Background: an optimization exercise with open tools, aiming at small area and a short achievable clock period. Do not read the settings as production practice. Where RTL was checked, it was by simulation tests only, not by an equivalence proof against the original. Power figures rest on the tool's default switching activity, not on a simulated workload.

== oak ==
==> flow/design.v (excerpt) <==
module SPI_Wrapper_FINAL (
    input MOSI , clk , rst , ss_n ,
    output MISO );
wire [0:9] w1_rx_data;
wire [0:7] w2_tx_data;
wire tx_valid_w3;
wire rx_valid_w4;
SPI_SLAVE_FINAL SPI ( .MOSI(MOSI) , 
.clk(clk) , 
.rst(rst) , 
.tx_valid(tx_valid_w3) ,
.ss_n(ss_n) ,
.tx_data(w2_tx_data) , 
.MISO(MISO) , 
.rx_valid(rx_valid_w4) , 
.rx_data(w1_rx_data) );
RAM_FINAL u_Ram ( .clk(clk) ,
.rst(rst) , 
.rx_valid(rx_valid_w4) , 
.din(w1_rx_data) , 
.dout(w2_tx_data) , 
.tx_valid(tx_valid_w3) );
endmodule
Size in the first run: about 2100 flip-flops, about 5 I/O pins, ~51000 µm² of cells after synthesis.
Settings: LEC_CHECK=0, CAP_MARGIN=20, CELL_PAD_IN_SITES_DETAIL_PLACEMENT=1, CORE_MARGIN=2, CORE_UTILIZATION=50, CTS_CLUSTER_DIAMETER=60, CTS_CLUSTER_SIZE=30, PLACE_DENSITY=0.6, SETUP_SLACK_MARGIN=4.85, SLEW_MARGIN=40; clock period 7.5 ns.
run.sh (not shown) runs the stock make flow with config.mk's settings and CLKGATE_MAP_FILE= SYNTH_SCRIPT=/design/flow/synth_recipe.tcl, a recipe that flattens the netlist after the stock synthesis.
Changes in pine relative to oak:
Settings: swapping 30 for 26 in CTS_CLUSTER_SIZE; swapping 60 for 80 in CTS_CLUSTER_DIAMETER.
### Flow results
- Taking oak as the reference point, the fraction of standard cell area in multi-input logic of pine rises by 0.43 points.
- Compared pine vs oak, and final cell count is down in pine.
- Total power delta (pine − oak): favourable
For birch, these inputs were changed with respect to pine:
Settings: changing CTS_CLUSTER_DIAMETER from 80 to 120; changing SETUP_SLACK_MARGIN from 4.85 to 4.9; changing CTS_CLUSTER_SIZE from 26 to 24.
==> comparison <==
Number of global-route vias before repair up about 0.8% in birch wrt pine. In birch the total power turned out 0.48% higher than in pine. Compared pine against birch; part of the power in combinational logic within noise. birch finished every stage and its layout cleared the timing, design-rule and antenna checks. On part of the cycle the worst path needs, birch and pine are neck and neck. Detailed-routed wire length on met2 in birch is 180 µm lower than in pine.
The following lists how maple was set up differently from birch:
Settings: a change of SETUP_SLACK_MARGIN from 4.9 to 4.6; a change of CTS_CLUSTER_SIZE from 24 to 30; a deleted CTS_CLUSTER_DIAMETER that had been 120.
### Flow results
- Status | maple and birch | clean
- maple reports a higher detailed-routed wire length on met2 than birch does.
- maple gives more total non-filler cell area in the finished layout than birch did.
- Final core utilization was higher in maple than in birch.
- Of maple and birch, birch shows the lower clock-buffer cell count, with maple above it.
- birch leaves more setup margin than maple.
- Floorplan die width: birch vs maple identical
- Going from birch to maple, clock insertion delay at the later pin of the skew report grows by 0.09 ns.
- maple: first-pass detailed-route iteration total is 1 higher than what birch reported.
## Diff of input files: cedar against maple
Settings: CORE_UTILIZATION now 65, was 50; CTS_CLUSTER_DIAMETER now 80, previously not set; CTS_CLUSTER_SIZE now 26, was 30; PLACE_DENSITY now 0.75, was 0.6; SETUP_SLACK_MARGIN now 4.85, was 4.6.
==> comparison <==
- On cell area: between cedar and maple, it ends up higher for maple.
- Lower final cell count without fillers was reported by cedar, not maple.
- The higher met2 layer usage reported by global route came out of cedar.
- Changes observed in cedar relative to maple: worst supply voltage drop on vdd rose 11%, final total power fell 21%, global route total overflow about even, fmax rose 12 MHz.
- Compared with maple, cedar shows a lower clock-buffer cell count.
- Looking at latest clock arrival within the worst-skew pair, cedar sits 0.09 ns lower than maple does.
- Between cedar and maple, final core utilization is lower for maple, cedar comes in above that.

---

run D:
Another version of the RTL of SPI_Wrapper_FINAL (not shown whole).
Size: roughly 2100 flip-flops, about 0.051 mm^2 of cells after synthesis.
Design SPI_Wrapper_FINAL, start of the top module:
module SPI_Wrapper_FINAL (
    input MOSI , clk , rst , ss_n ,
    output MISO );
wire [0:9] w1_rx_data;
wire [0:7] w2_tx_data;
wire tx_valid_w3;
wire rx_valid_w4;
SPI_SLAVE_FINAL SPI ( .MOSI(MOSI) , 
.clk(clk) , 
.rst(rst) , 
.tx_valid(tx_valid_w3) ,
.ss_n(ss_n) ,
.tx_data(w2_tx_data) , 
.MISO(MISO) , 
.rx_valid(rx_valid_w4) , 
.rx_data(w1_rx_data) );
RAM_FINAL u_Ram ( .clk(clk) ,
.rst(rst) , 
.rx_valid(rx_valid_w4) , 
.din(w1_rx_data) , 
.dout(w2_tx_data) , 
.tx_valid(tx_valid_w3) );
endmodule
export LEC_CHECK = 0
export CAP_MARGIN = 20
export CELL_PAD_IN_SITES_DETAIL_PLACEMENT = 1
export CORE_MARGIN = 2
export CORE_UTILIZATION = 50
export CTS_CLUSTER_SIZE = 30
export PLACE_DENSITY = 0.6
export SLEW_MARGIN = 40
create_clock -name core_clock -period 7.5 [get_ports {clk}]
Run D | status: complete | timing, DRC, antenna: pass
Inputs modified between run D and run C:
# run D
export LEC_CHECK = 0
export CAP_MARGIN = 20
export CELL_PAD_IN_SITES_DETAIL_PLACEMENT = 1
export CORE_MARGIN = 2
export CORE_UTILIZATION = 50
export CTS_CLUSTER_SIZE = 30
export PLACE_DENSITY = 0.6
export SLEW_MARGIN = 40
create_clock -name core_clock -period 7.5 [get_ports {clk}]
# run C
export LEC_CHECK = 0
export CAP_MARGIN = 20
export CELL_PAD_IN_SITES_DETAIL_PLACEMENT = 1
export CORE_MARGIN = 2
export CORE_UTILIZATION = 25
export PLACE_DENSITY = 0.35
export SLEW_MARGIN = 40
create_clock -name core_clock -period 7.5 [get_ports {clk}]
Cmp run D and run C / clock power / lower: run D. Going from run D to run C, the part of the total power dissipated in the clock network was found to have gone up by 1.9 points. Run C reached the end of the flow, and the finished layout is clean on the timing, design-rule and antenna checks. Compared with run D, run C improves post-route worst setup slack. Higher sequential share of layout area was reported by run D, not run C. The post-layout total power in run C sits about 3.6% above the value recorded for run D. Number of cell rows grows by more than a quarter when moving from run D to run C. Side by side, global placer's final weighted congestion turned out lower in run C than in run D. Detailed route, run C vs run D: via total lower for run C. Count of non-filler cells in the finished layout was higher in the run labelled run C. NOTE floorplan die area run D->run C increased by more than half.
Function was not checked in any run of this note: the RTL went through the layout flow alone.

afterwards: timing with drivers on the ports:
In the flow no input, the clock included, has a driving cell. The finished layouts below were timed again as built, in two steps. Step 1 sets driving cells, clkbuf_16 on the clock port and buf_2 on the other inputs (assumed; they add their load-dependent delay and slew). Step 2, shift: input delay + t, output delay - t, t = (earliest + latest rising clock arrival at the registers) / 2. This alone moves slack from input paths to output paths. a / b / c = ideal / step 1 / step 2; a / b = the first two.
run | shift t [ns] | slack for setup (ns) | worst setup path at the end | worst register clock-pin slew, ns | cell pins on the clock port's net
oak | 0.757 | 4.745 / 4.684 / 4.218 | input to register | 0.11 / 0.11 | 1
pine | 0.748 | 4.791 / 4.719 / 4.371 | input to register | 0.11 / 0.11 | 1
birch | 0.750 | 4.791 / 4.725 / 4.372 | input to register | 0.09 / 0.09 | 1
maple | 0.837 | 4.691 / 4.637 / 4.215 | input to register | 0.07 / 0.07 | 1
cedar | 0.743 | 4.782 / 4.730 / 4.246 | input to register | 0.11 / 0.11 | 1
run D | 0.830 | 3.618 / 3.618 / 3.618 | register to register | 0.07 / 0.07 | 1
run C | 0.881 | 3.684 / 3.684 / 3.684 | register to register | 0.06 / 0.06 | 1
After both steps setup and hold are still met in every run listed. For cedar, which loses most, drivers alone change the setup slack by -0.052 ns; drivers and shift together by -0.536 ns.
